What follows belongs to an exercise in optimizing a design on an open flow for small area; a production flow would make more cautious choices.
At most, simulation tests tie the RTL to the original design; equivalence was not proved.
For run 1, only the layout was checked, not whether the RTL still works.
In runs 3 to 6 the design's own scripts or RTL, not TritonCTS, make the clock network.
The clock port is modelled as an ideal driver, which makes a skipped or thinned clock tree look cheaper than it is; a real chip needs a root buffer or a tree.
No activity file was given, so power comes from the tool's default toggle rates.

**flow/flow/abc_area.script**
```
strash
&get -n
&deepsyn -T 30
&put
dch
amap
topo
```
**flow/config.mk**
```make
export PLATFORM = sky130hd
export DESIGN_NAME = frequency_meter
export DESIGN_NICKNAME = frequency_meter
export VERILOG_FILES = /design/flow/design.v
export SDC_FILE = /design/flow/constraint.sdc
export NUM_CORES = 4
export LEC_CHECK = 0
export CAP_MARGIN = 20
export CORE_MARGIN = 2
export CORE_UTILIZATION = 70
export SLEW_MARGIN = 20
export SYNTH_HIERARCHICAL = 1
```
**flow/flow/run.sh**
```bash
#!/bin/bash
# Own layout flow: the standard ORFS flow (standard.sh) with changes that
# only cut cell area:
#  - synthesis is the standard flow's (synth_recipe.tcl) except that abc maps the logic
#    with an area script (abc_area.script) instead of ORFS's delay script;
#    the registers are the standard synthesis's;
#  - the port buffers use the smallest buffer cell (buf_1);
#  - before the post-placement repair, every logic cell is set to the
#    smallest drive strength of its kind (repair_design then fixes any slew or
#    capacitance violation this makes);
#  - clock tree synthesis adds no dummy loads.
set -euo pipefail
cd "$(dirname "$0")/.."
work=$(pwd)
export BUFFER_PORTS_ARGS="-buffer_cell sky130_fd_sc_hd__buf_1"
export PRE_RESIZE_TCL=$work/flow/downsize.tcl
export CTS_ARGS="-sink_clustering_enable -repair_clock_nets -dont_use_dummy_load"
sed "s#SYNTH_SCRIPT=[^ ]*#SYNTH_SCRIPT=$work/flow/synth.tcl#" standard.sh > own_synth.sh
bash own_synth.sh synth > synth.log 2>&1
bash standard.sh > standard.log 2>&1
```
**flow/constraint.sdc**
```tcl
create_clock -name core_clock -period 140.0 [get_ports {clk}]
set_input_delay 28.0000 -clock core_clock [delete_from_list [all_inputs] [get_ports {clk}]]
set_output_delay 28.0000 -clock core_clock [all_outputs]
set_load 0.01 [all_outputs]
```
**flow/flow/synth.tcl**
```tcl
# The standard flow's synthesis script (synth_recipe.tcl, beside flow/), with two changes:
#  - abc maps the logic with the area-oriented script abc_area.script (beside
#    this file) instead of ORFS's delay-oriented one;
#  - full and half adder cells are extracted only in the top module, which
#    holds the counter and the subtractor, not in the small logic modules
#    (digit decoders and converter digits), where abc does better alone.
# Everything else, the registers included, is as the standard synthesis
# makes it.
set own_flow_dir [file dirname [file normalize [info script]]]
proc abc {args} {
  global own_flow_dir
  set i [lsearch -exact $args -script]
  if { $i >= 0 } {
    lset args [expr { $i + 1 }] [file join $own_flow_dir abc_area.script]
  }
  yosys abc {*}$args
}
proc extract_fa {args} {
  yosys extract_fa {*}$args $::env(DESIGN_NAME)
}
source [file join [file dirname $own_flow_dir] synth_recipe.tcl]
```
**flow/flow/downsize.tcl**
```tcl
# Set every logic cell to the smallest-area drive strength of its kind.
# Registers and port buffers are left as they are.
set n 0
set saved 0.0
foreach inst [get_cells *] {
  set master [get_property $inst ref_name]
  if { ![regexp {^(sky130_fd_sc_hd__[a-z0-9]+)_([0-9]+)$} $master -> base drive] } { continue }
  if { [regexp {df|dl|tap|fill|decap|conb|clk} $base] } { continue }
  set cur [get_lib_cells $master]
  set best $master
  set best_area [get_property $cur area]
  foreach lc [get_lib_cells ${base}_*] {
    set name [get_name $lc]
    if { ![regexp "^${base}_\[0-9\]+\$" $name] } { continue }
    if { [lsearch -exact $::env(DONT_USE_CELLS) $name] >= 0 } { continue }
    set a [get_property $lc area]
    if { $a < $best_area } { set best $name; set best_area $a }
  }
  if { $best ne $master } {
    set saved [expr { $saved + [get_property $cur area] - $best_area }]
    replace_cell $inst $best
    incr n
  }
}
puts "downsize: $n cells set to their smallest drive strength, [format %.1f $saved] um2 less"
```
**flow/standard.sh**
```bash
#!/bin/bash
# synth_recipe.tcl (not shown) runs the flow's synth.tcl, then flattens the netlist and writes it again
# the make line also repeats each setting of config.mk as NAME=value (left out here)
make -C /OpenROAD-flow-scripts/flow DESIGN_CONFIG=/design/flow/config.mk WORK_HOME=/design/flow/orfs CLKGATE_MAP_FILE= SYNTH_SCRIPT=/design/flow/synth_recipe.tcl "${@:-finish}"
```
**flow/design.v**
```verilog
module frequency_meter #(parameter INVERT_RST = 1, DEBOUNCE_THRESHOLD = 5000, SEGMENTOS = 7, BIT_SIZE = 20, FREQ = 1, DATA_IN_SIZE = 6)(
    input clk,                     
    input rst,                     
    input signal_in,               
    output [0:SEGMENTOS-1] un, dec, cen, un_millar, dec_millar, cen_millar
);
    reg        prev_rst;
    reg        prev_sig;
    reg        first;              
    reg  [4:0] step;               
    reg [21:0] period;             
    reg [21:0] rem_n;              
    reg [22:0] work;               
    reg [22:0] shown;              
    wire clear = prev_rst & ~rst;            
    wire rise  = signal_in & ~prev_sig;      
    wire low4  = |step[3:0];
    wire idle  = ~low4 & ~step[4];
    wire last  = ~low4 & step[4];
    wire [4:0] step_next = {step[3:0], ((step[4] ^ step[2]) & low4) | rise};
    localparam [31:0] DBITS = 32'h53ce9800;
    wire dbit = DBITS[step];
    genvar i;
    wire [22:0] pc;
    wire [21:0] period_inc;
    assign pc[0] = idle;
    generate for (i = 0; i < 22; i = i + 1) begin : g_period
        assign period_inc[i] = period[i] ^ pc[i];
        assign pc[i+1]       = period[i] & pc[i];
    end endgenerate
    wire [22:0] trial_n = {rem_n, ~dbit};
    wire [22:0] sum;
    wire [23:0] cy;
    assign cy[0] = 1'b0;
    generate for (i = 0; i < 23; i = i + 1) begin : g_sub
        wire pb = (i < 22) ? period[i] : 1'b0;
        assign sum[i]  = trial_n[i] ^ pb ^ cy[i];
        assign cy[i+1] = (trial_n[i] & pb) | (trial_n[i] & cy[i]) | (pb & cy[i]);
    end endgenerate
    wire qbit = ~cy[23] & ~idle;
    wire [22:0] adj;
    assign adj[22:20] = work[22:20];
    generate for (i = 0; i < 5; i = i + 1) begin : g_dabble
        bcd_dabble_digit DIG (.en(~idle), .d(work[4*i+3:4*i]), .q(adj[4*i+3:4*i]));
    end endgenerate
    always @(posedge clk) begin
        prev_rst <= rst;
        prev_sig <= signal_in;
        step     <= step_next;
        period   <= last ? 22'd31 : period_inc;
        rem_n    <= qbit ? sum[21:0] : trial_n[21:0];
        work     <= {adj[21:0], qbit};
        if (clear || (last && !first))
            shown <= work;
        if (clear)
            first <= 1'b1;
        else if (last)
            first <= 1'b0;
    end
    decoder_7_seg_top SEG_CM (.decoder_in(shown[22:20]), .decoder_out(cen_millar));
    decoder_7_seg SEG_DM (.decoder_in(shown[19:16]), .decoder_out(dec_millar));
    decoder_7_seg SEG_UM (.decoder_in(shown[15:12]), .decoder_out(un_millar));
    decoder_7_seg SEG_C  (.decoder_in(shown[11:8]),  .decoder_out(cen));
    decoder_7_seg SEG_D  (.decoder_in(shown[7:4]),   .decoder_out(dec));
    decoder_7_seg SEG_U  (.decoder_in(shown[3:0]),   .decoder_out(un));
endmodule
module debouncer_one_shot #(parameter INVERT_LOGIC = 0, DEBOUNCE_THRESHOLD = 5000)(
    input clk, 
	 input signal,
    output signal_one_shot
);
wire debouncer_out;
debouncer #(.INVERT_LOGIC(INVERT_LOGIC), .DEBOUNCE_THRESHOLD(DEBOUNCE_THRESHOLD)) DEBOUNCER (
    .clk(clk),
    .debouncer_in(signal),
    .debouncer_out(debouncer_out)
);
one_shot ONE_SHOT(
    .clk(clk),
    .boton_a(debouncer_out),
    .signal_with_one_shot(signal_one_shot)
);
endmodule
module debouncer #(parameter DEBOUNCE_THRESHOLD = 5000, INVERT_LOGIC = 0)(
	input clk, 					 
		  debouncer_in,			 
	output reg debouncer_out	 
);
wire [ceillog2(DEBOUNCE_THRESHOLD) - 1: 0] counter_out;  
wire counter_match;						   
wire debouncer_in_processed;
assign debouncer_in_processed = (INVERT_LOGIC) ? ~debouncer_in : debouncer_in;  
counter_debouncer #(.STABILITY_TIME(DEBOUNCE_THRESHOLD)) CONTADOR_ESTABILIDAD(
	.clock(clk),
	.tick_count(counter_out),
	.stability_flag(counter_match)
);
always @(posedge clk)
begin
	if(counter_match)
		debouncer_out <= debouncer_in_processed; 	 
	else
		debouncer_out <= debouncer_out;  
end
function integer ceillog2;
	input integer data;
	integer i, result;
	begin
		for(i = 0; 2**i < data; i = i + 1)
			result = i + 1;
		ceillog2 = result;
	end
endfunction
endmodule
module counter_debouncer #(parameter STABILITY_TIME = 5000)(
	input clock,                                           
    output reg [calculate_bits(STABILITY_TIME)-1:0] tick_count,
    output reg stability_flag                              
);
always @(posedge clock)  
begin
    if(tick_count >= STABILITY_TIME - 1)  
    begin
        tick_count <= 0;        
        stability_flag <= 1;    
    end
    else
    begin
        tick_count <= tick_count + 1;  
        stability_flag <= 0;           
    end
end
function integer calculate_bits;
	input integer data;
	integer i, result;
	begin
		for(i = 0; 2**i < data; i = i + 1)
			result = i + 1;
		calculate_bits = result;
	end
endfunction
endmodule
module one_shot(
    input clk,                    
    input boton_a,                
    output reg signal_with_one_shot    
);
reg delay_boton_a;                
reg signal_clk;                   
always @(posedge clk) begin
    delay_boton_a <= boton_a;     
    signal_clk = delay_boton_a ^ 1'b1;  
    signal_with_one_shot = signal_clk & boton_a;  
end
endmodule
module signal_processor(
    input clock,                     
    input raw_signal,                
    output pos_pulse                 
);
    reg intermediate;
    reg clean_signal;
    reg data_prev;
    always @(posedge clock) begin
        intermediate <= raw_signal;    
        clean_signal <= intermediate;  
    end
    always @(posedge clock) begin
        data_prev <= clean_signal;
    end
    assign pos_pulse = clean_signal & ~data_prev;
endmodule
module frequency_measurement(
    input clock,                      
    input clear_all,                  
    input edge_detected,              
    output reg [19:0] freq_value      
);
    reg [23:0] time_counter;          
    reg [23:0] last_edge_time;        
    reg initial_edge;                 
    reg [23:0] time_measure;          
    always @(posedge clock) begin
        if (clear_all) begin
            time_counter <= 0;
            last_edge_time <= 0;
            time_measure <= 0;
            initial_edge <= 1;        
            freq_value <= 0;          
        end else begin
            time_counter <= time_counter + 1;
            if (edge_detected) begin
                if (initial_edge) begin
                    last_edge_time <= time_counter;
                    initial_edge <= 0;
                end else begin
                    time_measure <= time_counter - last_edge_time;
                    last_edge_time <= time_counter;
                    if (time_counter != last_edge_time)  
                        freq_value <= 50000000 / (time_counter - last_edge_time);
                end
            end
        end
    end
endmodule
module decoder_7_seg_top(
    input wire [2:0] decoder_in,      
    output wire [0:6] decoder_out     
);
    localparam [7:0] SEG0 = 8'b10000011;
    localparam [7:0] SEG1 = 8'b10001110;
    localparam [7:0] SEG2 = 8'b10111010;
    localparam [7:0] SEG3 = 8'b10010010;
    localparam [7:0] SEG4 = 8'b00000100;
    localparam [7:0] SEG5 = 8'b01100000;
    localparam [7:0] SEG6 = 8'b00010010;
    assign decoder_out = {SEG0[decoder_in], SEG1[decoder_in], SEG2[decoder_in],
                          SEG3[decoder_in], SEG4[decoder_in], SEG5[decoder_in],
                          SEG6[decoder_in]};
endmodule
module bcd_dabble_digit(
    input wire en,
    input wire [3:0] d,
    output wire [3:0] q
);
    localparam [31:0] OUT0 = 32'b01010101010010101010101010101010;
    localparam [31:0] OUT1 = 32'b10001101100011001100110011001100;
    localparam [31:0] OUT2 = 32'b00011010000100001111000011110000;
    localparam [31:0] OUT3 = 32'b11111111111000001111111100000000;
    assign q = {OUT3[{en, d}], OUT2[{en, d}], OUT1[{en, d}], OUT0[{en, d}]};
endmodule
module decoder_7_seg(
    input wire [3:0] decoder_in,      
    output wire [0:6] decoder_out     
);
    localparam [15:0] SEG0 = 16'b0000110010000011;
    localparam [15:0] SEG1 = 16'b1000110010001110;
    localparam [15:0] SEG2 = 16'b1011101010111010;
    localparam [15:0] SEG3 = 16'b1001000010010010;
    localparam [15:0] SEG4 = 16'b0000010000000100;
    localparam [15:0] SEG5 = 16'b1100000001100000;
    localparam [15:0] SEG6 = 16'b0001000000010010;
    assign decoder_out = {SEG0[decoder_in], SEG1[decoder_in], SEG2[decoder_in],
                          SEG3[decoder_in], SEG4[decoder_in], SEG5[decoder_in],
                          SEG6[decoder_in]};
endmodule
```
==> metrics.cfg, run 1 <==
[worst_setup_path]
cp_common_cell=o22ai_1
required_ns=112.00
crit_buf_inv=2
crit_arrival_ns=1.65
cp-end-kind=primary output
max_stage_delay_ns=0.36
crit_fanout=5
start_kind=flip-flop
cp_top_family=compound AO/OA/AOI/OAI gates
path_cells=clkinv_1 > o22ai_1 > nor2_1 > a21oi_1 > o22ai_1 > buf_1
crit_path_top_delay_cell=edfxtp_1
crit_type=flip-flop to primary output

[synthesis]
ys_warn_count=7
syn_inst=344
yosys.area_share.simple_pct=9.30
ys_async_sr_fraction_pct=0
yosysTopAreaCellShare_pct=37.3
synth-compound-area-share_pct=15.8
yosys_register_bits=98
yosysTopAreaCell=dfxtp_1
yosysSeqAreaShare_pct=54.5
synth_commonest_cells=75 x dfxtp_1, 40 x nor2_1, 27 x clkinv_1, 24 x ha_1, 23 x edfxtp_1
synth_nets=392
synth_top_family_by_area=adder cells
synth.most_common_cell=dfxtp_1
synth_xor_area_share_pct=0
synth-adder-area-share_pct=17.9
netlist_area_sq_um=4020
synth.avg_cell_area_sq_um=11.7
synth_mux_area_share_pct=0
synth-edff-count=23
ys_types=24
synth_ff_type=dfxtp_1
netlist_top_cells_area=dfxtp_1 37%, edfxtp_1 17%, fa_1 10%

[sta]
fin_setup_tns_ns=0
grt_setup_unrepaired=false
fmax_mhz=33.7
finalCritPeriodShare_pct=21.2
slew_violations=0
finalHoldViolCount=0
slew_headroom_pct=31.6
skew_ns=0.0248
period_minus_slack_ns=29.65
setup_viol=0
hold_slack_ns=0.338
worst_pin_slew_ns=1.03

[global_routing]
grt_pass1_wl_microns=9980
antenna_found_initial=0
grt_usage_pct=20.6
grt_pass1_vias=2337
grt_remaining_overflow=0
grt_start_max_net_pins=24

[cts]
numCtsBuffers=9
clkSinkCount=98
htree_levels=3
cts.clk_slew.worst_paths_ns=0.09
worstSkewPairLatency_ns=0.36
post_cts.resized_instances=0
cts.path.max_buffers=2
cts_hold_buf=0
cts_tree=done
cts_root_buffer=clkbuf_8
post_cts_buffers=0

[detailed_routing]
firstDrtPassIters=4
via_count=2610
detail_route.vias_per_cell=5.54
drc=0
wire_per_inst_microns=12.5
drtAntennaViolNets=0
drt_iter0_markers=127
wl_microns=5870

[power_and_ir_drop]
peakVddDrop_v=0.0000155
cellPowerDensity_nw_per_um2=20.2
p_leak_nw=1.85

[place]
portBuffers=44
dp_hpwl_microns=4170
globalplace.congestion=0.711

[cells_and_area]
diodes=0
drive_above_1_share_pct=2.76
fin_util_pct=79.8
area_growth_pct=9.95
fillers=349
finalNetCount=449
register_area_sq_um=2190
multi_input_area_sq_um=1740

[die]
start_util_pct=72.6
core-area_sq_um=5540
rows=27
die_area_sq_um=6370
io_pins=45
die_y_microns=79.8
fp.dieW_microns=79.8

[status]
status=complete, no violations

[flow_run]
max_cap_viol_count=0

[min_path]
hp-class=flip-flop to flip-flop

-- where the power goes --
part           total [mW]  switching (mW)  leakage, nW  internal (mW)
Clock              0.0136         0.00787       0.0647        0.00576
Combinational      0.0286          0.0142        0.953         0.0144
Sequential         0.0473         0.00754        0.837         0.0398
Total              0.0895          0.0296         1.85         0.0599
-- cells by family (layout without fill, tap and decap cells) --
family / after synthesis / after routing
simple gates: 81 / 81
flops: 98 / 98
buf+inv: 27 / 82
fa+ha+maj: 45 / 45
compound gates: 93 / 93
-- metrics by stage --
| stage | power [mW] | instance area, sq um | instances | worst slack [ns] |
|---|---|---|---|---|
| 3_3_place_gp | 0.0732 | 4290 | 461 | 110.69 |
| 2_1_floorplan | 0.0682 | 4020 | 344 | 110.44 |
| 4_1_cts | 0.0899 | 4420 | 471 | 110.35 |
| 3_5_place_dp | 0.0760 | 4300 | 462 | 110.75 |
| 6_report | 0.0895 | 4420 | 471 | 110.35 |
| 5_1_grt | 0.0960 | 4420 | 471 | 110.19 |
-- per-layer routing --
layer | vias to the layer above | track usage [%] | part of all wire, %
met4 | 0 | 11.0 | 2.6
li1 | 1332 | - | -
met2 | 68 | 34.1 | 46
met1 | 1197 | 25.7 | 47
met5 | - | 0 | 0
met3 | 13 | 3.73 | 4.0
-- Yosys stat by module (local to each module, per instance) --
module / area (sq um) / copies in the design
frequency_meter: 3370 / 1
decoder_7_seg_top: 60.1 / 1
bcd_dabble_digit: 50.0 / 5
decoder_7_seg: 68.8 / 5
-- worst reg2reg max path, delay by kind of cell (launching register included) --
family,cells,cell delay (ns)
adders and majority gates,23,8.85
AOI/OAI and AO/OA,5,0.98
buffers and inverters,2,0.89
DFF,1,0.38
-- path summary, 6_finish.rpt --
check / startpoint / endpoint / slack [ns] / cells past startpoint
worst max-delay path: shown[18]$_DFFE_PP_ / dec_millar[3] / 110.35 / 6
worst min-delay path: step[3]$_DFF_P_ / step[4]$_DFF_P_ / 0.34 / 0
worst max register to register: step[1]$_DFF_P_ / rem_n[2]$_DFF_P_ / 128.85 / 30
worst min register to register: step[3]$_DFF_P_ / step[4]$_DFF_P_ / 0.34 / 0
-- sequential cells by signal (all words and copies together) (netlist names) --
signal	count
shown	23
work	23
period	22
rem_n	22
step	5
first	1
prev_rst	1
prev_sig	1
-- placed cells by master, fill, tap and decap left out, types with 12 or more instances in the layout --
master and count:
clkinv_1 27, ha_1 24, fa_1 21, nand2_1 12, nor2_1 40, nor2b_1 16
dfxtp_1 75, edfxtp_1 23, a22o_1 22, o21ai_0 15, buf_1 45
-- area by class of cell --
type,count,share of cell area [%]
Sequential cell,98,49.6
Multi-Input combinational cell,219,39.2
Inverter,27,2.29
Timing Repair Buffer,46,4.07
Clock buffer,9,2.80
Tap cell,72,2.04
==> run 2: changes to the inputs <==
--- a/flow/design.v
+++ b/flow/design.v
@@ -20,3 +20,3 @@
     wire [4:0] step_next = {step[3:0], ((step[4] ^ step[2]) & low4) | rise};
-    localparam [31:0] DBITS = 32'h53ce9800;
+    localparam [31:0] DBITS = 32'h53cf9800;
     wire dbit = DBITS[step];
--- a/flow/flow/run.sh
+++ b/flow/flow/run.sh
@@ -4,3 +4,4 @@
 #  - synthesis is the standard flow's (synth_recipe.tcl) except that abc maps the logic
-#    with an area script (abc_area.script) instead of ORFS's delay script;
+#    with an area script (abc_area.script) instead of ORFS's delay script,
+#    and adder cells are extracted only in the top module (see synth.tcl);
 #    the registers are the standard synthesis's;
==> run 2 against run 1 <==
  * First-iteration DRC count is 34% lower
  * Sequential cell count is the same
  * Non-clock buffer count rose by 2
  * Still clean on timing, DRC and antenna
  * Highest routed layer unchanged
  * Final area up 0.42%
  * Clock skew shrank 0.0058 ns
  * Sequential power about the same
  * Utilization up 0.34 points
  * Critical path depth unchanged
  * Clock power barely moved
==> metrics.cfg, run 2 <==
[synthesis]
yosysTopAreaCellShare_pct=37.3  ; about the same
netlist_top_cells_area=dfxtp_1 37%, edfxtp_1 17%, fa_1 10%
syn_inst=348  ; +1.2%
ys_types=23  ; -4.2%
synth_ff_type=dfxtp_1
ys_warn_count=7  ; unchanged
synth_nets=396  ; +1.0%
synth.most_common_cell=dfxtp_1
yosysSeqAreaShare_pct=54.4  ; about the same
synth.avg_cell_area_sq_um=11.6  ; -1.1%
netlist_area_sq_um=4030  ; about the same
yosysTopAreaCell=dfxtp_1
synth-edff-count=23  ; unchanged
yosys_register_bits=98  ; unchanged
ys_async_sr_fraction_pct=0  ; unchanged
synth_commonest_cells=75 x dfxtp_1, 43 x nor2_1, 30 x clkinv_1, 24 x ha_1, 23 x edfxtp_1

[detailed_routing]
drc=0  ; unchanged
firstDrtPassIters=4  ; unchanged
wire_per_inst_microns=12.1  ; -3.0%
detail_route.vias_per_cell=5.44  ; -1.9%
drt_iter0_markers=84  ; -34%
via_count=2593  ; -0.65%
wl_microns=5760  ; -1.8%
drtAntennaViolNets=0  ; unchanged

[worst_setup_path]
cp-end-kind=primary output
crit_start=shown[10]$_DFFE_PP_
crit_fanout=5  ; unchanged
crit_path_top_delay_cell=edfxtp_1
crit_arrival_ns=1.69  ; +0.04 ns
r2r-end=rem_n[2]$_DFF_P_
crit_buf_inv=2  ; unchanged
max_stage_delay_ns=0.36  ; about the same
cp_top_family=compound AO/OA/AOI/OAI gates
start_kind=flip-flop
path_cells=clkinv_1 > o22ai_1 > nor2_1 > a21oi_1 > o22ai_1 > buf_1
rr_worst_depth=31  ; +3.3%
required_ns=112.00  ; about the same
ff2ff_setup_slack_ns=129.02  ; +0.17 ns
r2r-start=step[0]$_DFF_P_
cp_common_cell=o22ai_1
crit_type=flip-flop to primary output

[sta]
slew_violations=0  ; unchanged
worst_pin_slew_ns=0.936  ; -0.0904 ns
fmax_mhz=33.7  ; -0.14%
setup_ws_ns=110.31  ; -0.0420 ns
grt_setup_unrepaired=false
finalHoldViolCount=0  ; unchanged
setup_viol=0  ; unchanged
finalCritPeriodShare_pct=21.2  ; +0.030 points
fin_setup_tns_ns=0  ; unchanged
slew_headroom_pct=37.6  ; +6.0 points
skew_ns=0.0190  ; -0.00583 ns
hold_slack_ns=0.354  ; +0.0166 ns
period_minus_slack_ns=29.69  ; +0.0420 ns

[cts]
worstSkewPairLatency_ns=0.36  ; about the same
numCtsBuffers=9  ; unchanged
post_cts_buffers=0  ; unchanged
clkSinkCount=98  ; unchanged
post_cts.resized_instances=0  ; unchanged
cts.path.max_buffers=2  ; unchanged
cts_tree=done
cts_hold_buf=0  ; unchanged
cts_root_buffer=clkbuf_8
htree_levels=3  ; unchanged
cts.clk_slew.worst_paths_ns=0.09  ; about the same

[power_and_ir_drop]
p_leak_nw=1.83  ; -1.1%
cellPowerDensity_nw_per_um2=19.9  ; -1.6%
peakVddDrop_v=0.0000147  ; -5.2%

[min_path]
hold_path_end=work[21]$_DFF_P_
hp-class=flip-flop to flip-flop
holdCritStartpoint=work[20]$_DFF_P_
min_path_cells=0  ; unchanged

[die]
die_y_microns=79.8  ; about the same
rows=27  ; unchanged
fp.dieW_microns=79.8  ; about the same
core-area_sq_um=5540  ; unchanged
io_pins=45  ; unchanged
start_util_pct=72.7  ; about the same
die_area_sq_um=6370  ; about the same

[cells_and_area]
diodes=0  ; unchanged
fillers=326  ; -6.6%
drive_above_1_share_pct=2.96  ; +0.21 points
finalNetCount=455  ; +1.3%
reg_top3=shown (23), work (23)
final_cell_mix=75 x dfxtp_1, 46 x buf_1, 43 x nor2_1
area_growth_pct=10.3
final_common_cell=dfxtp_1

[global_routing]
grt_usage_pct=20.5  ; -0.031 points
grt_pass1_wl_microns=9960  ; -0.21%
grt_pass1_vias=2365  ; +1.2%
antenna_found_initial=0  ; unchanged
grt_remaining_overflow=0  ; unchanged
grt_start_max_net_pins=25  ; +4.2%

[place]
dp_hpwl_microns=4150  ; -0.38%
globalplace.congestion=0.740  ; +4.2%
portBuffers=44  ; unchanged
post-place-ws_ns=110.73  ; -0.0190 ns

[flow_run]
max_cap_viol_count=0  ; unchanged

[status]
status=complete, no violations

-- run 2: cell count changes in the layout (fill, tap and decap cells not counted), moves of 2 or more --
cell,delta
nor2_1,+3
o22ai_1,+2
clkinv_1,+3
a22o_1,-22
o22a_1,+19
-- run 2: cell type report --
cell class                      instances  area (sq um)  area share (%)
Tap cell                               72          90.1            2.03
Clock buffer                            9           124            2.79
Multi-Input combinational cell        220          1730            38.9
Inverter                               30           113            2.54
Timing Repair Buffer                   48           195            4.39
Sequential cell                        98          2190            49.4
-- run 2: report_power, final --
part | internal (mW) | switching [mW] | total (mW) | leakage (nW)
Sequential | 0.0398 | 0.00755 | 0.0474 | 0.837
Clock | 0.00576 | 0.00792 | 0.0137 | 0.0647
Combinational | 0.0134 | 0.0140 | 0.0274 | 0.933
-- run 2: per-layer routing --
| layer | vias to the layer above | routed length (microns) | global-route usage [%] |
|---|---|---|---|
| li1 | 1342 | - | - |
| met1 | 1190 | 2660 | 24.7 |
| met2 | 48 | 2770 | 34.9 |
| met3 | 13 | 217 | 4.41 |
| met4 | 0 | 115 | 10.3 |
| met5 | - | 0 | 0 |
-- run 2: cell families (layout without fill, tap and decap cells) --
group | Yosys count | in the layout | share of synthesized area, %
flip-flops | 98 | 98 | 54.4
adder cells (fa/ha/maj) | 45 | 45 | 17.9
buffers and inverters | 30 | 87 | 2.80
AO/OA/AOI/OAI | 92 | 92 | 15.4
AND/OR/NAND/NOR | 83 | 83 | 9.42
-- run 2: how the worst max path moves through the flow --
stage	slack [ns]	cells after the start	end
after floorplan	110.44	1	shown[0]$_DFFE_PP_
final	110.31	6	cen[3]
after global routing	110.18	6	cen[3]
after global placement	110.69	2	shown[10]$_DFFE_PP_
after CTS	110.33	6	cen[3]
after detailed placement	110.73	6	cen[3]
-- run 2: through the flow --
| step | utilization, % | power [mW] | cell area (sq um) | std cells |
|---|---|---|---|---|
| floorplan | - | 0.0677 | 4030 | 348 |
| global placement | 77.7 | 0.0730 | 4300 | 466 |
| detailed placement | 77.7 | 0.0753 | 4310 | 467 |
| CTS | 80.0 | 0.0890 | 4430 | 476 |
| global route | 80.2 | 0.0952 | 4440 | 477 |
| finish | 80.2 | 0.0885 | 4440 | 477 |
-- run 2: per-module statistics from Yosys (local to each module, per instance) --
module | cells | cell area, sq um | flip-flops and latches | copies in the design
decoder_7_seg_top | 12 | 60.1 | 0 | 1
bcd_dabble_digit | 9 | 50.0 | 0 | 5
decoder_7_seg | 15 | 68.8 | 0 | 5
frequency_meter | 216 | 3370 | 98 | 1
==> run 3: changes to the inputs <==
--- a/flow/flow/run.sh
+++ b/flow/flow/run.sh
@@ -11,3 +11,4 @@
 #    capacitance violation this makes);
-#  - clock tree synthesis adds no dummy loads.
+#  - clock tree synthesis adds no dummy loads, and its tree is then rebuilt
+#    as one level of 4 buffers (clockmerge.tcl).
 set -euo pipefail
@@ -17,2 +18,3 @@
 export PRE_RESIZE_TCL=$work/flow/downsize.tcl
+export POST_CTS_TCL=$work/flow/clockmerge.tcl
 export CTS_ARGS="-sink_clustering_enable -repair_clock_nets -dont_use_dummy_load"
==> flow/flow/clockmerge.tcl (new file) <==
# Run after clock tree synthesis (POST_CTS_TCL). Rebuilds the clock tree CTS
# made as a single level of 4 buffers, each driving the clock pins of a
# quarter of the registers, grouped by position, and each driven straight from
# the clock port (4 cells on the port). Every register's clock goes through
# exactly one buffer of the same kind with about the same load, as balanced
# as CTS's tree, with fewer buffers. The new buffers start at their group's
# centre and detailed placement legalizes them.
set nleaf 4
set leafcell sky130_fd_sc_hd__buf_12
set block [ord::get_db_block]
set clkport_net [$block findNet clk]
# collect register clock pins and the clock buffers CTS made
set sinks {}
set bufs {}
foreach inst [$block getInsts] {
  set m [[$inst getMaster] getName]
  if { [string match "clkbuf_*" [$inst getName]] } { lappend bufs $inst; continue }
  set it [$inst findITerm CLK]
  if { $it ne "NULL" } { lappend sinks $it }
}
puts "clockmerge: [llength $sinks] clock pins, [llength $bufs] CTS buffers"
# split sinks recursively by the wider coordinate
proc split_groups { items n } {
  if { $n <= 1 } { return [list $items] }
  set xs {}; set ys {}
  foreach it $items { set b [[$it getInst] getBBox]; lappend xs [$b xMin]; lappend ys [$b yMin] }
  set dx [expr {[tcl::mathfunc::max {*}$xs] - [tcl::mathfunc::min {*}$xs]}]
  set dy [expr {[tcl::mathfunc::max {*}$ys] - [tcl::mathfunc::min {*}$ys]}]
  set keyed {}
  foreach it $items x $xs y $ys { lappend keyed [list [expr {$dx >= $dy ? $x : $y}] $it] }
  set sorted [lsort -integer -index 0 $keyed]
  set half [expr {[llength $sorted] / 2}]
  set a {}; set b {}
  set i 0
  foreach k $sorted { if { $i < $half } { lappend a [lindex $k 1] } else { lappend b [lindex $k 1] }; incr i }
  set n1 [expr {$n / 2}]
  return [concat [split_groups $a $n1] [split_groups $b [expr {$n - $n1}]]]
}
set groups [split_groups $sinks $nleaf]
# remove CTS buffers and their nets
foreach inst $bufs {
  foreach it [$inst getITerms] {
    set net [$it getNet]
    if { $net ne "NULL" && [$net getName] ne "clk" } { $it disconnect; if { [llength [$net getITerms]] == 0 && [llength [$net getBTerms]] == 0 } { odb::dbNet_destroy $net } } else { $it disconnect }
  }
  odb::dbInst_destroy $inst
}
set master [[ord::get_db] findMaster $leafcell]
set gi 0
foreach g $groups {
  set sx 0; set sy 0
  foreach it $g { set b [[$it getInst] getBBox]; incr sx [$b xMin]; incr sy [$b yMin] }
  set cx [expr {$sx / [llength $g]}]; set cy [expr {$sy / [llength $g]}]
  set buf [odb::dbInst_create $block $master "clkleaf_$gi"]
  set net [odb::dbNet_create $block "clknet_leaf_$gi"]
  $net setSigType CLOCK
  [$buf findITerm A] connect $clkport_net
  [$buf findITerm X] connect $net
  foreach it $g { set old [$it getNet]; $it disconnect; $it connect $net; if { $old ne "NULL" && [llength [$old getITerms]] == 0 && [llength [$old getBTerms]] == 0 } { odb::dbNet_destroy $old } }
  $buf setLocation $cx $cy
  $buf setPlacementStatus PLACED
  puts "clockmerge: leaf $gi drives [llength $g] clock pins"
  incr gi
}

detailed_placement
check_placement -verbose
==> run 3 against run 2 <==
  * Critical endpoint unchanged
  * Utilization is 0.79 points lower
  * Final cell count down 1.0%
  * Maximum frequency up 0.80%
  * Via count is 0.42% higher
  * Synthesized cell count unchanged
  * Sequential cell count stayed put
  * Still clean on timing, DRC and antenna
  * Final area decreased by 0.99%
==> metrics.cfg, run 3 <==
[sta]
setup_viol=0  ; unchanged
fmax_mhz=33.9  ; +0.80%
period_minus_slack_ns=29.46  ; -0.235 ns
slew_violations=0  ; unchanged
setup_ws_ns=110.54  ; +0.235 ns
finalHoldViolCount=0  ; unchanged
skew_ns=0.00449  ; -0.0145 ns
slew_headroom_pct=36.8  ; -0.75 points
worst_pin_slew_ns=0.948  ; +0.0113 ns
fin_setup_tns_ns=0  ; unchanged
grt_setup_unrepaired=false
finalCritPeriodShare_pct=21.0  ; -0.17 points

[synthesis]
yosysTopAreaCellShare_pct=37.3  ; unchanged
yosys_register_bits=98  ; unchanged
netlist_top_cells_area=dfxtp_1 37%, edfxtp_1 17%, fa_1 10%
netlist_area_sq_um=4030  ; unchanged
ys_warn_count=7  ; unchanged
synth_nets=396  ; unchanged
synth.avg_cell_area_sq_um=11.6  ; unchanged
ys_types=23  ; unchanged
yosysSeqAreaShare_pct=54.4  ; unchanged
ys_async_sr_fraction_pct=0  ; unchanged
synth_ff_type=dfxtp_1
yosysTopAreaCell=dfxtp_1
syn_inst=348  ; unchanged
synth_commonest_cells=75 x dfxtp_1, 43 x nor2_1, 30 x clkinv_1, 24 x ha_1, 23 x edfxtp_1
synth-edff-count=23  ; unchanged
synth.most_common_cell=dfxtp_1

[global_routing]
grt_usage_pct=20.0  ; -0.54 points
grt_pass1_wl_microns=9960  ; unchanged
grt_pass1_vias=2349  ; -0.68%
grt_remaining_overflow=0  ; unchanged
grt_start_max_net_pins=26  ; +4.0%
antenna_found_initial=0  ; unchanged

[worst_setup_path]
max_stage_delay_ns=0.36  ; about the same
rr_worst_depth=31  ; unchanged
start_kind=flip-flop
r2r-start=step[0]$_DFF_P_
crit_arrival_ns=1.46  ; -0.23 ns
crit_path_top_delay_cell=edfxtp_1
crit_fanout=5  ; unchanged
ff2ff_setup_slack_ns=129.02  ; about the same
cp-end-kind=primary output
crit_type=flip-flop to primary output
required_ns=112.00  ; about the same
cp_common_cell=o22ai_1
path_cells=clkinv_1 > o22ai_1 > nor2_1 > a21oi_1 > o22ai_1 > buf_1
r2r-end=rem_n[2]$_DFF_P_

[die]
die_y_microns=79.8  ; unchanged
die_area_sq_um=6370  ; unchanged
fp.dieW_microns=79.8  ; unchanged
rows=27  ; unchanged
io_pins=45  ; unchanged
start_util_pct=72.7  ; unchanged
core-area_sq_um=5540  ; unchanged

[power_and_ir_drop]
peakVddDrop_v=0.0000130  ; -12%
total_power_uw=86.0  ; -2.8%
p_leak_nw=1.81  ; -1.5%
cellPowerDensity_nw_per_um2=19.5  ; -1.9%

[status]
status=complete, no violations

[detailed_routing]
drtAntennaViolNets=0  ; unchanged
drt_iter0_markers=76  ; -9.5%
wl_microns=5820  ; +0.90%
drc=0  ; unchanged
firstDrtPassIters=4  ; unchanged
via_count=2604  ; +0.42%
detail_route.vias_per_cell=5.52  ; +1.5%
wire_per_inst_microns=12.3  ; +2.0%

[cells_and_area]
drive_above_1_share_pct=1.75  ; -1.2 points
reg_top3=shown (23), work (23)
area_growth_pct=9.23
multi_input_area_sq_um=1730  ; unchanged
register_area_sq_um=2190  ; unchanged
final_cell_mix=75 x dfxtp_1, 46 x buf_1, 43 x nor2_1
fillers=331  ; +1.5%
finalNetCount=450  ; -1.1%
final_common_cell=dfxtp_1
diodes=0  ; unchanged
fin_util_pct=79.4  ; -0.79 points

[cts]
worstSkewPairLatency_ns=0.13  ; -0.23 ns
clkSinkCount=98  ; unchanged
cts.clk_slew.worst_paths_ns=0.09  ; about the same

[place]
globalplace.congestion=0.740  ; unchanged
portBuffers=44  ; unchanged
dp_hpwl_microns=4150  ; unchanged
post-place-ws_ns=110.73  ; unchanged

[min_path]
hold_path_end=work[21]$_DFF_P_
holdCritStartpoint=work[20]$_DFF_P_
min_path_cells=0  ; unchanged
hp-class=flip-flop to flip-flop

[flow_run]
max_cap_viol_count=0  ; unchanged

[run 3: area by class of cell]
class                      count  share of cell area (%)
sequential                    98                    49.8
tap                           72                    2.05
timing repair buffer          48                    4.44
inverter                      30                    2.56
multi-input combinational    220                    39.3
buffer                         4                    1.82
[run 3: per-layer routing]
| metal | share of wire (%) | wire length [microns] | up-vias | track usage, % |
|---|---|---|---|---|
| met5 | 0 | 0 | - | 0 |
| met4 | 1.4 | 83 | 0 | 6.78 |
| met3 | 3.5 | 203 | 6 | 2.71 |
| met2 | 50 | 2930 | 59 | 36.9 |
| met1 | 45 | 2600 | 1204 | 23.9 |
| li1 | - | - | 1335 | - |
[run 3: worst max-delay path by stage]
stage	slack (ns)	start	cells past startpoint	end
after floorplan	110.44	rst	1	shown[0]$_DFFE_PP_
after global placement	110.69	rst	2	shown[10]$_DFFE_PP_
after detailed placement	110.73	shown[10]$_DFFE_PP_	6	cen[3]
after global routing	110.41	shown[10]$_DFFE_PP_	6	cen[3]
final	110.54	shown[10]$_DFFE_PP_	6	cen[3]
[run 3: modules after synthesis (local to each module, per instance)]
module / times used / cells
decoder_7_seg: 5 / 15
decoder_7_seg_top: 1 / 12
frequency_meter: 1 / 216
bcd_dabble_digit: 5 / 9
[run 3: kinds of logic (layout without fill, tap and decap cells)]
| kind of cell | Yosys count | count (layout) | synth area share, % |
|---|---|---|---|
| flops | 98 | 98 | 54.4 |
| compound gates | 92 | 92 | 15.4 |
| fa+ha+maj | 45 | 45 | 17.9 |
| simple gates | 83 | 83 | 9.42 |
| buf+inv | 30 | 82 | 2.80 |
[run 3: power by group]
part | switching, mW | total, mW | internal (mW)
clock network | 0.00638 | 0.0110 | 0.00465
logic | 0.0141 | 0.0275 | 0.0135
registers | 0.00756 | 0.0474 | 0.0398
[run 3: worst max-delay path, delay by kind of cell, from the launching register on]
family | cells | cell delay [ns]
simple gates | 1 | 0.11
flops | 1 | 0.36
compound gates | 3 | 0.58
buf+inv | 2 | 0.27
[run 3: per-stage QoR]
stage | area [sq um] | hold WS [ns] | cells
after floorplan | 4030 | 0.327 | 348
after global placement | 4300 | 0.336 | 466
after detailed placement | 4310 | 0.337 | 467
after global routing | 4400 | 0.368 | 472
final | 4400 | 0.353 | 472
==> run 4: changes to the inputs <==
--- a/flow/config.mk
+++ b/flow/config.mk
@@ -7,6 +7,6 @@
 export LEC_CHECK = 0
-export CAP_MARGIN = 20
+export CAP_MARGIN = 0
 export CORE_MARGIN = 2
 export CORE_UTILIZATION = 70
-export SLEW_MARGIN = 20
+export SLEW_MARGIN = 0
 export SYNTH_HIERARCHICAL = 1
==> run 4 against run 3 <==
  * Still clean on timing, DRC and antenna
  * Hold slack about the same
  * Wire length down 1.5%
  * Critical path depth unchanged
  * Synthesized area unchanged
  * Die area unchanged
  * Via count down 1.3%
  * Sequential share of layout area is 0.085 points higher
  * Register-to-register slack got worse by 0.20 ns
  * Maximum frequency hardly changed
  * First-iteration DRC count increased by 29%
  * Critical endpoint unchanged
==> metrics.cfg, run 4 <==
[status]
status=complete, no violations

[power_and_ir_drop]
seqPwrFrac_pct=55.2  ; about the same
p_leak_nw=1.80  ; -0.26%
p_switching_uw=27.9  ; -0.35%
p_int_uw=57.9  ; about the same
power.share.clock_pct=12.9  ; about the same
power_frac_comb_pct=31.9  ; about the same
p_sw_share_pct=32.5  ; -0.061 points
total_power_uw=85.8  ; -0.16%
cellPowerDensity_nw_per_um2=19.5  ; about the same
peakVddDrop_v=0.0000126  ; -3.1%

[synthesis]
synth-edff-count=23  ; unchanged
netlist_area_sq_um=4030  ; unchanged
yosysTopAreaCell=dfxtp_1
yosysSeqAreaShare_pct=54.4  ; unchanged
synth_nets=396  ; unchanged
netlist_top_cells_area=dfxtp_1 37%, edfxtp_1 17%, fa_1 10%
yosysTopAreaCellShare_pct=37.3  ; unchanged
synth.avg_cell_area_sq_um=11.6  ; unchanged
synth_commonest_cells=75 x dfxtp_1, 43 x nor2_1, 30 x clkinv_1, 24 x ha_1, 23 x edfxtp_1
ys_async_sr_fraction_pct=0  ; unchanged
synth_ff_type=dfxtp_1
synth.most_common_cell=dfxtp_1
yosys_register_bits=98  ; unchanged
ys_types=23  ; unchanged
syn_inst=348  ; unchanged
ys_warn_count=7  ; unchanged

[cells_and_area]
final_cell_mix=75 x dfxtp_1, 46 x buf_1, 43 x nor2_1
drive_above_1_share_pct=1.50  ; -0.25 points
fillers=343  ; +3.6%
diodes=0  ; unchanged
finalNetCount=449  ; -0.22%
final_common_cell=dfxtp_1
reg_top3=shown (23), work (23)
fin_area_sq_um=4390  ; -0.17%
area_growth_pct=9.04

[detailed_routing]
drc=0  ; unchanged
drt_iter0_markers=98  ; +29%
firstDrtPassIters=4  ; unchanged
via_count=2570  ; -1.3%
wl_microns=5730  ; -1.5%
detail_route.vias_per_cell=5.46  ; -1.1%
drtAntennaViolNets=0  ; unchanged
wire_per_inst_microns=12.2  ; -1.3%

[sta]
slew_headroom_pct=29.2  ; -7.6 points
period_minus_slack_ns=29.43  ; -0.0280 ns
grt_setup_unrepaired=false
finalHoldViolCount=0  ; unchanged
fmax_mhz=34.0  ; about the same
worst_pin_slew_ns=1.06  ; +0.114 ns
finalCritPeriodShare_pct=21.0  ; about the same
fin_setup_tns_ns=0  ; unchanged
setup_viol=0  ; unchanged
hold_slack_ns=0.354  ; +0.000498 ns
skew_ns=0.00623  ; +0.00173 ns
setup_ws_ns=110.57  ; +0.0280 ns
slew_violations=0  ; unchanged

[die]
die_y_microns=79.8  ; unchanged
die_area_sq_um=6370  ; unchanged
rows=27  ; unchanged
start_util_pct=72.7  ; unchanged
io_pins=45  ; unchanged
core-area_sq_um=5540  ; unchanged
fp.dieW_microns=79.8  ; unchanged

[cts]
clkSinkCount=98  ; unchanged
cts.clk_slew.worst_paths_ns=0.09  ; about the same
worstSkewPairLatency_ns=0.13  ; about the same

[place]
portBuffers=44  ; unchanged
dp_hpwl_microns=4190  ; +0.93%
post-place-ws_ns=110.74  ; +0.00700 ns
placed_area_sq_um=4310  ; about the same
globalplace.congestion=0.740  ; unchanged

[worst_setup_path]
crit_type=flip-flop to primary output
required_ns=112.00  ; about the same
cp_common_cell=o22ai_1
cp-end-kind=primary output
crit_fanout=5  ; unchanged
start_kind=flip-flop
path_cells=clkinv_1 > o22ai_1 > nor2_1 > a21oi_1 > o22ai_1 > buf_1
crit_arrival_ns=1.43  ; -0.03 ns
max_stage_delay_ns=0.36  ; about the same
crit_path_top_delay_cell=edfxtp_1

[flow_run]
max_cap_viol_count=0  ; unchanged

[global_routing]
grt_pass1_wl_microns=9860  ; -1.0%
grt_pass1_vias=2385  ; +1.5%
grt_usage_pct=19.5  ; -0.47 points
antenna_found_initial=0  ; unchanged
grt_start_max_net_pins=26  ; unchanged
grt_remaining_overflow=0  ; unchanged

[min_path]
hp-class=flip-flop to flip-flop

run 4: layout make-up:
cell class / count / area [sq um] / share of cell area (%)
buffer: 4 / 80.1 / 1.82
inverter: 30 / 113 / 2.56
multi-input combinational: 220 / 1730 / 39.4
sequential: 98 / 2190 / 49.9
tap: 72 / 90.1 / 2.05
timing repair buffer: 47 / 188 / 4.27
run 4: through the flow:
stage / std cells / util [%]
after detailed placement: 467 / 77.8
after floorplan: 348 / -
after global routing: 471 / 79.2
after global placement: 466 / 77.7
final: 471 / 79.2
run 4: per-layer routing:
metal,part of all wire (%),global-route usage (%),vias up
met4,1.2,5.25,0
met5,0,0,-
li1,-,-,1329
met3,3.1,2.38,6
met1,46,23.5,1183
met2,49,36.8,52
run 4: worst paths after layout:
check / from / endpoint / slack (ns) / cells past startpoint
worst max-delay path: shown[10]$_DFFE_PP_ / cen[3] / 110.57 / 6
worst min-delay path: work[21]$_DFF_P_ / work[22]$_DFF_P_ / 0.35 / 0
worst max register to register: step[0]$_DFF_P_ / rem_n[0]$_DFF_P_ / 128.82 / 31
worst min register to register: work[21]$_DFF_P_ / work[22]$_DFF_P_ / 0.35 / 0
run 4: modules after synthesis, one instance, submodules excluded:
module | copies in the design | flops+latches | cell area, sq um | cells inside
decoder_7_seg_top | 1 | 0 | 60.1 | 12
frequency_meter | 1 | 98 | 3370 | 216
decoder_7_seg | 5 | 0 | 68.8 | 15
bcd_dabble_digit | 5 | 0 | 50.0 | 9
run 4: power by group through the flow:
stage | Sequential [mW] | Combinational, mW | Clock [mW]
after floorplan | 0.0461 | 0.0216 | 0
after global placement | 0.0476 | 0.0254 | 0
after detailed placement | 0.0478 | 0.0275 | 0
after global routing | 0.0490 | 0.0316 | 0.0119
final | 0.0474 | 0.0274 | 0.0110
run 4: logic make-up (layout without fill, tap and decap cells):
logic type	count (synthesis)	after routing	synth area share [%]
adder cells (fa/ha/maj)	45	45	17.9
buffers and inverters	30	81	2.80
flip-flops	98	98	54.4
AO/OA/AOI/OAI	92	92	15.4
AND/OR/NAND/NOR	83	83	9.42
run 4: critical path, delay by kind of cell (launching register included):
family                 cells  cell delay, ns
AND/OR/NAND/NOR            1            0.11
buffers and inverters      2            0.26
flip-flops                 1            0.36
AO/OA/AOI/OAI              3            0.56
==> run 5: changes to the inputs <==
--- a/flow/config.mk
+++ b/flow/config.mk
@@ -9,3 +9,4 @@
 export CORE_MARGIN = 2
-export CORE_UTILIZATION = 70
+export CORE_UTILIZATION = 80
+export GPL_TIMING_DRIVEN = 0
 export SLEW_MARGIN = 0
==> run 5 against run 4 <==
  * Hold slack better by 0.0040 ns
  * Critical endpoint unchanged
  * Maximum frequency down 0.67%
  * Sequential share of layout area about the same
  * Combinational power up 19%
  * Via count up 14%
  * Power up 7.9%
  * Wire length up 59%
  * Final cell count down 1.3%
  * Critical path depth unchanged
  * Largest power group unchanged
  * Clock skew about the same
  * Sequential power up 3%
  * Worst setup slack worse by 0.20 ns
==> metrics.cfg, run 5 <==
[synthesis]
synth-edff-count=23  ; unchanged
synth_ff_type=dfxtp_1
synth-adder-area-share_pct=17.9  ; unchanged
synth_nets=396  ; unchanged
yosysTopAreaCell=dfxtp_1
netlist_top_cells_area=dfxtp_1 37%, edfxtp_1 17%, fa_1 10%
yosysSeqAreaShare_pct=54.4  ; unchanged
yosys_register_bits=98  ; unchanged
synth.most_common_cell=dfxtp_1
syn_inst=348  ; unchanged
synth_commonest_cells=75 x dfxtp_1, 43 x nor2_1, 30 x clkinv_1, 24 x ha_1, 23 x edfxtp_1
synth.avg_cell_area_sq_um=11.6  ; unchanged
netlist_area_sq_um=4030  ; unchanged
synth_mux_area_share_pct=0  ; unchanged
yosys.area_share.simple_pct=9.42  ; unchanged
synth-compound-area-share_pct=15.4  ; unchanged
ys_async_sr_fraction_pct=0  ; unchanged
ys_warn_count=7  ; unchanged
synth_top_family_by_area=adder cells
yosysTopAreaCellShare_pct=37.3  ; unchanged
ys_types=23  ; unchanged
synth_xor_area_share_pct=0  ; unchanged

[detailed_routing]
via_count=2924  ; +14%
detail_route.vias_per_cell=6.29  ; +15%
drc=0  ; unchanged
wl_microns=9100  ; +59%
drt_iter0_markers=233  ; +140%
wire_per_inst_microns=19.6  ; +61%
drtAntennaViolNets=0  ; unchanged
firstDrtPassIters=5  ; +1

[min_path]
hp-class=flip-flop to flip-flop
min_path_cells=0  ; unchanged

[sta]
period_minus_slack_ns=29.63  ; +0.198 ns
skew_ns=0.00599  ; -0.000237 ns
fmax_mhz=33.8  ; -0.67%
finalCritPeriodShare_pct=21.2  ; +0.14 points
fin_setup_tns_ns=0  ; unchanged
grt_setup_unrepaired=false
finalHoldViolCount=0  ; unchanged
setup_ws_ns=110.37  ; -0.198 ns
setup_viol=0  ; unchanged
slew_headroom_pct=41.1  ; +12 points
slew_violations=0  ; unchanged
worst_pin_slew_ns=0.882  ; -0.179 ns

[cts]
worstSkewPairLatency_ns=0.13  ; about the same
clkSinkCount=98  ; unchanged
cts.clk_slew.worst_paths_ns=0.09  ; about the same

[cells_and_area]
finalNetCount=448  ; -0.22%
reg_top3=shown (23), work (23)
final_cell_mix=75 x dfxtp_1, 44 x buf_1, 42 x nor2_1
final_common_cell=dfxtp_1
area_growth_pct=9.14  ; about the same
diodes=0  ; unchanged
fin_cells=465  ; -1.3%
drive_above_1_share_pct=2.26  ; +0.76 points

[global_routing]
grt_start_max_net_pins=26  ; unchanged
grt_pass1_wl_microns=14200  ; +44%
grt_pass1_vias=2881  ; +21%
grt_remaining_overflow=0  ; unchanged
grt_usage_pct=34.8  ; +15 points
antenna_found_initial=0  ; unchanged

[power_and_ir_drop]
p_leak_nw=1.81  ; +0.22%
seqPwrFrac_pct=52.7  ; -2.5 points
p_switching_uw=33.8  ; +21%
peakVddDrop_v=0.0000178  ; +41%
power_frac_comb_pct=35.1  ; +3.2 points
p_int_uw=58.9  ; +1.6%
power.share.clock_pct=12.2  ; -0.7 points
total_power_uw=92.6  ; +7.9%
cellPowerDensity_nw_per_um2=21.1  ; +7.8%
p_sw_share_pct=36.5  ; +3.9 points

[worst_setup_path]
cp_common_cell=o22ai_1
crit_path_top_delay_cell=edfxtp_1
rr_worst_depth=32  ; +3.2%
path_cells=clkinv_1 > o22ai_1 > nor2_1 > a21oi_1 > o22ai_1 > buf_1
crit_type=flip-flop to primary output
crit_fanout=5  ; unchanged
max_stage_delay_ns=0.39  ; +0.03 ns
start_kind=flip-flop
required_ns=112.00  ; about the same
crit_arrival_ns=1.63  ; +0.20 ns
cp-end-kind=primary output

[die]
rows=25  ; -7.4%
die_area_sq_um=5620  ; -12%
fp.dieW_microns=74.9  ; -6.1%
die_y_microns=74.9  ; -6.1%
io_pins=45  ; unchanged
start_util_pct=84.1  ; +11 points
core-area_sq_um=4790  ; -14%

[place]
dp_hpwl_microns=6190  ; +47%
globalplace.congestion=0.742  ; +0.20%
place_inst=461  ; -1.3%
portBuffers=44  ; unchanged
post-place-ws_ns=110.62  ; -0.120 ns

[status]
status=complete, no violations

[flow_run]
max_cap_viol_count=0  ; unchanged

-- run 5: cell count changes in the layout (fill, tap and decap cells not counted) --
cell,previous run,this run
nor2_1,43,42
nor2_2,0,1
buf_6,0,1
buf_1,46,44
a21oi_2,0,1
a21oi_1,12,11
-- run 5: cell families (layout without fill, tap and decap cells) --
kind of cell,Yosys count,after routing
buf+inv,30,80
fa+ha+maj,45,45
compound gates,92,92
flops,98,98
simple gates,83,83
-- run 5: metal layers --
metal | up-vias | part of all wire [%] | global-route usage, % | wire (microns)
li1 | 1332 | - | - | -
met1 | 1352 | 37 | 38.1 | 3390
met2 | 183 | 51 | 62.7 | 4630
met3 | 57 | 5.7 | 6.56 | 518
met4 | 0 | 6.1 | 20.0 | 551
met5 | - | 0 | 0 | 0
-- run 5: final cells by class --
cell class | count | area, sq um
Sequential cell | 98 | 2190
Multi-Input combinational cell | 220 | 1730
Fill cell | 162 | 392
Timing Repair Buffer | 46 | 191
Inverter | 30 | 113
Tap cell | 67 | 83.8
Buffer | 4 | 80.1
-- run 5: power by group through the flow --
stage	clock, mW	combinational, mW	sequential, mW
3_3_place_gp	0	0.0252	0.0474
3_5_place_dp	0	0.0303	0.0486
2_1_floorplan	0	0.0216	0.0461
5_1_grt	0.0120	0.0355	0.0500
6_report	0.0113	0.0325	0.0488
-- run 5: worst max-delay path: cells and delay by family (launching register included) --
kind | cells | cell delay (ns)
AND/OR/NAND/NOR | 1 | 0.12
AO/OA/AOI/OAI | 3 | 0.67
flip-flops | 1 | 0.39
buffers and inverters | 2 | 0.32
-- run 5: per-stage QoR --
step | util [%] | cell area (sq um) | hold WS [ns]
after global routing | 91.8 | 4390 | 0.373
final | 91.8 | 4390 | 0.358
after floorplan | - | 4030 | 0.327
after detailed placement | 90.1 | 4310 | 0.341
after global placement | 89.3 | 4280 | 0.336
-- run 5: Yosys stat by module, one instance, submodules excluded --
| module | times used | cell area [sq um] | cells inside |
|---|---|---|---|
| bcd_dabble_digit | 5 | 50.0 | 9 |
| decoder_7_seg | 5 | 68.8 | 15 |
| decoder_7_seg_top | 1 | 60.1 | 12 |
| frequency_meter | 1 | 3370 | 216 |
-- run 5: final timing paths --
path              slack [ns]           startpoint                 to
setup reg to reg      127.90      step[0]$_DFF_P_  rem_n[20]$_DFF_P_
hold reg to reg         0.36     work[20]$_DFF_P_   work[21]$_DFF_P_
setup / recovery      110.37  shown[10]$_DFFE_PP_             cen[3]
hold / removal          0.36     work[20]$_DFF_P_   work[21]$_DFF_P_
==> run 6: changes to the inputs <==
--- a/flow/design.v
+++ b/flow/design.v
@@ -7,3 +7,2 @@
     reg        prev_rst;
-    reg        prev_sig;
     reg        first;              
@@ -15,8 +14,10 @@
     wire clear = prev_rst & ~rst;            
-    wire rise  = signal_in & ~prev_sig;      
     wire low4  = |step[3:0];
-    wire idle  = ~low4 & ~step[4];
-    wire last  = ~low4 & step[4];
-    wire [4:0] step_next = {step[3:0], ((step[4] ^ step[2]) & low4) | rise};
-    localparam [31:0] DBITS = 32'h53cf9800;
+    wire idle  = ~low4;                        
+    wire armed = ~low4 & ~step[4];             
+    wire last  = step == 5'b01000;
+    wire [4:0] step_next = {(step[3] & ~last) | ((last | (idle & step[4])) & signal_in),
+                            step[2:0],
+                            ((step[4] ^ step[2]) & low4) | (armed & signal_in)};
+    localparam [31:0] DBITS = 32'hdb401ba0;
     wire dbit = DBITS[step];
@@ -47,5 +48,4 @@
         prev_rst <= rst;
-        prev_sig <= signal_in;
         step     <= step_next;
-        period   <= last ? 22'd31 : period_inc;
+        period   <= last ? 22'd30 : period_inc;
         rem_n    <= qbit ? sum[21:0] : trial_n[21:0];
--- a/flow/config.mk
+++ b/flow/config.mk
@@ -9,4 +9,3 @@
 export CORE_MARGIN = 2
-export CORE_UTILIZATION = 80
-export GPL_TIMING_DRIVEN = 0
+export CORE_UTILIZATION = 70
 export SLEW_MARGIN = 0
==> run 6 against run 5 <==
  * Clock power shrank 4%
  * Maximum frequency grew 0.69%
  * Critical path depth is the same
  * Sequential share of layout area grew 0.26 points
  * Synthesized cell count shrank 2.3%
  * Wire length shrank 35%
  * Clock skew is essentially flat
  * Global-route usage shrank 15 points
  * First-iteration DRC count shrank 35%
  * Highest routed layer unchanged
==> metrics.cfg, run 6 <==
[synthesis]
yosysTopAreaCellShare_pct=37.3  ; +0.048 points
synth_commonest_cells=74 x dfxtp_1, 38 x nor2_1, 25 x clkinv_1, 23 x edfxtp_1
netlist_top_cells_area=dfxtp_1 37%, edfxtp_1 17%, fa_1 11%
synth-edff-count=23  ; unchanged
synth.most_common_cell=dfxtp_1
yosysTopAreaCell=dfxtp_1
syn_inst=340  ; -2.3%
netlist_area_sq_um=3970  ; -1.5%
yosysSeqAreaShare_pct=54.7  ; +0.30 points
ys_warn_count=7  ; unchanged
ys_types=22  ; -4.3%
synth_nets=386  ; -2.5%
synth_ff_type=dfxtp_1
synth.avg_cell_area_sq_um=11.7  ; +0.86%
yosys_register_bits=97  ; -1.0%
ys_async_sr_fraction_pct=0  ; unchanged

[cells_and_area]
area_growth_pct=9.18  ; about the same
final_cell_mix=74 x dfxtp_1, 46 x buf_1, 38 x nor2_1
register_area_sq_um=2170  ; -0.91%
fin_util_pct=78.7  ; -13 points
diodes=0  ; unchanged
finalNetCount=439  ; -2.0%
drive_above_1_share_pct=1.53  ; -0.73 points
final_common_cell=dfxtp_1
multi_input_area_sq_um=1710  ; -1.5%
fillers=347  ; +110%
fin_area_sq_um=4330  ; -1.4%
fin_cells=463  ; -0.43%
reg_top3=shown (23), work (23)

[detailed_routing]
firstDrtPassIters=4  ; -1
via_count=2581  ; -12%
drtAntennaViolNets=0  ; unchanged
drc=0  ; unchanged
wire_per_inst_microns=12.9  ; -34%
detail_route.vias_per_cell=5.57  ; -11%
wl_microns=5950  ; -35%
drt_iter0_markers=151  ; -35%

[cts]
worstSkewPairLatency_ns=0.13  ; about the same
clkSinkCount=97  ; -1.0%
cts.clk_slew.worst_paths_ns=0.08  ; about the same

[die]
die_y_microns=79.3  ; +5.8%
fp.dieW_microns=79.3  ; +5.8%
die_area_sq_um=6290  ; +12%
rows=27  ; +8.0%
core-area_sq_um=5510  ; +15%
io_pins=45  ; unchanged
start_util_pct=72.1  ; -12 points

[worst_setup_path]
path_cells=clkinv_1 > o22ai_1 > nor2_1 > a21oi_1 > o22ai_1 > buf_1
crit_arrival_ns=1.42  ; -0.21 ns
start_kind=flip-flop
cp_top_family=compound AO/OA/AOI/OAI gates
cp-end-kind=primary output
rr_worst_depth=29  ; -9.4%
required_ns=112.00  ; about the same
crit_buf_inv=2  ; unchanged
max_stage_delay_ns=0.36  ; -0.03 ns
crit_fanout=5  ; unchanged
cp.depth=6  ; unchanged
crit_type=flip-flop to primary output
crit_path_top_delay_cell=edfxtp_1
cp_common_cell=o22ai_1

[global_routing]
grt_pass1_vias=2354  ; -18%
grt_remaining_overflow=0  ; unchanged
grt_usage_pct=20.1  ; -15 points
grt_pass1_wl_microns=9940  ; -30%
grt_start_max_net_pins=26  ; unchanged
antenna_found_initial=0  ; unchanged

[power_and_ir_drop]
power_frac_comb_pct=35.3  ; +0.2 points
seqPwrFrac_pct=52.8  ; about the same
p_sw_share_pct=33.5  ; -2.9 points
p_leak_nw=1.78  ; -1.2%
cellPowerDensity_nw_per_um2=21.0  ; -0.51%
total_power_uw=90.8  ; -1.9%
power.share.clock_pct=12.0  ; -0.2 points
p_int_uw=60.4  ; +2.6%
p_switching_uw=30.5  ; -9.8%
peakVddDrop_v=0.0000164  ; -8.0%

[sta]
slew_violations=0  ; unchanged
grt_setup_unrepaired=false
worst_pin_slew_ns=1.02  ; +0.142 ns
setup_ws_ns=110.58  ; +0.203 ns
finalHoldViolCount=0  ; unchanged
setup_viol=0  ; unchanged
hold_slack_ns=0.352  ; -0.00598 ns
skew_ns=0.00640  ; +0.000415 ns
fmax_mhz=34.0  ; +0.69%
slew_headroom_pct=31.7  ; -9.4 points
period_minus_slack_ns=29.42  ; -0.203 ns
finalCritPeriodShare_pct=21.0  ; -0.15 points
fin_setup_tns_ns=0  ; unchanged

[place]
portBuffers=44  ; unchanged
globalplace.congestion=0.721  ; -2.8%
dp_hpwl_microns=4330  ; -30%
post-place-ws_ns=110.75  ; +0.132 ns
place_inst=459  ; -0.43%
placed_area_sq_um=4250  ; -1.4%

[status]
status=complete, no violations

[min_path]
hp-class=flip-flop to flip-flop
min_path_cells=0  ; unchanged

[flow_run]
max_cap_viol_count=0  ; unchanged

run 6: cell count changes after synthesis, sizes merged, moves of 2 or more:
| cell | change |
|---|---|
| a22o | +22 |
| a21oi | +2 |
| o21ai | +2 |
| ha | -2 |
| o22ai | -2 |
| a31oi | +2 |
| nor2 | -5 |
| o22a | -21 |
| clkinv | -5 |
run 6: power groups by stage:
stage	combinational, mW	sequential (mW)	clock [mW]
2_1_floorplan	0.0243	0.0465	0
3_3_place_gp	0.0289	0.0479	0
3_5_place_dp	0.0317	0.0483	0
5_1_grt	0.0361	0.0493	0.0120
6_report	0.0320	0.0479	0.0109
run 6: logic make-up after synthesis:
kind of cell | after synthesis | synth area share [%]
buf+inv | 25 | 2.37
flops | 97 | 54.7
fa+ha+maj | 43 | 17.5
compound gates | 95 | 16.0
simple gates | 80 | 9.40
run 6: metal layers:
| metal | share of wire (%) | vias up | GRT usage, % | routed length [microns] |
|---|---|---|---|---|
| met5 | 0 | - | 0 | 0 |
| met3 | 3.9 | 8 | 3.98 | 235 |
| met4 | 1.3 | 0 | 5.00 | 76 |
| met2 | 49 | 61 | 35.9 | 2890 |
| met1 | 46 | 1186 | 25.1 | 2750 |
| li1 | - | 1326 | - | - |
run 6: Yosys stat by module, one instance, submodules excluded:
module | copies in the design | area [sq um] | flip-flops and latches
bcd_dabble_digit | 5 | 50.0 | 0
decoder_7_seg | 5 | 68.8 | 0
frequency_meter | 1 | 3310 | 97
decoder_7_seg_top | 1 | 60.1 | 0
run 6: layout make-up:
| type | instances | area share [%] |
|---|---|---|
| flip-flops and latches | 97 | 50.1 |
| multi-input cells | 218 | 39.4 |
| repair buffers | 47 | 4.33 |
| inverters | 25 | 2.17 |
| well taps | 72 | 2.08 |
| plain buffers | 4 | 1.85 |
run 6: path summary, 6_finish.rpt:
kind / startpoint / endpoint / slack, ns
hold reg to reg: work[20]$_DFF_P_ / work[21]$_DFF_P_ / 0.35
setup / recovery: shown[2]$_DFFE_PP_ / un[3] / 110.58
setup reg to reg: step[1]$_DFF_P_ / rem_n[16]$_DFF_P_ / 127.70
hold / removal: work[20]$_DFF_P_ / work[21]$_DFF_P_ / 0.35

==> separate check: timing with driven ports <==
In the flow no input, the clock included, has a driving cell. The finished layouts below were timed again as built, in two steps.
Step 1 (the two cells are an assumption about what drives the block):
set clk [get_ports {clk}]
set_driving_cell -lib_cell sky130_fd_sc_hd__clkbuf_16 $clk
set_driving_cell -lib_cell sky130_fd_sc_hd__buf_2 [delete_from_list [all_inputs] $clk]
Step 2 adds t to the input delays and takes it off the output delays; t is the mean of the earliest and latest rising clock arrival at the registers after step 1. Input paths then give back, and output paths get back, about the clock's delay inside the block.
Slacks: no drivers / after step 1 / after step 2; pairs: no drivers / after step 1.
run | shift t [ns] | setup slack, ns | latest minus earliest clock arrival (ns) | worst slew at a driven data input, ns
run 1 | 0.374 | 110.351 / 110.323 / 110.697 | 0.025 / 0.024 | 0.03
run 2 | 0.379 | 110.309 / 110.280 / 110.658 | 0.019 / 0.019 | 0.03
run 3 | 0.207 | 110.544 / 110.461 / 110.668 | 0.005 / 0.005 | 0.03
run 4 | 0.203 | 110.572 / 110.495 / 110.697 | 0.006 / 0.007 | 0.03
run 5 | 0.204 | 110.374 / 110.297 / 110.501 | 0.006 / 0.006 | 0.05
run 6 | 0.204 | 110.577 / 110.495 / 110.699 | 0.007 / 0.006 | 0.03
After both steps every run listed still meets setup and hold.
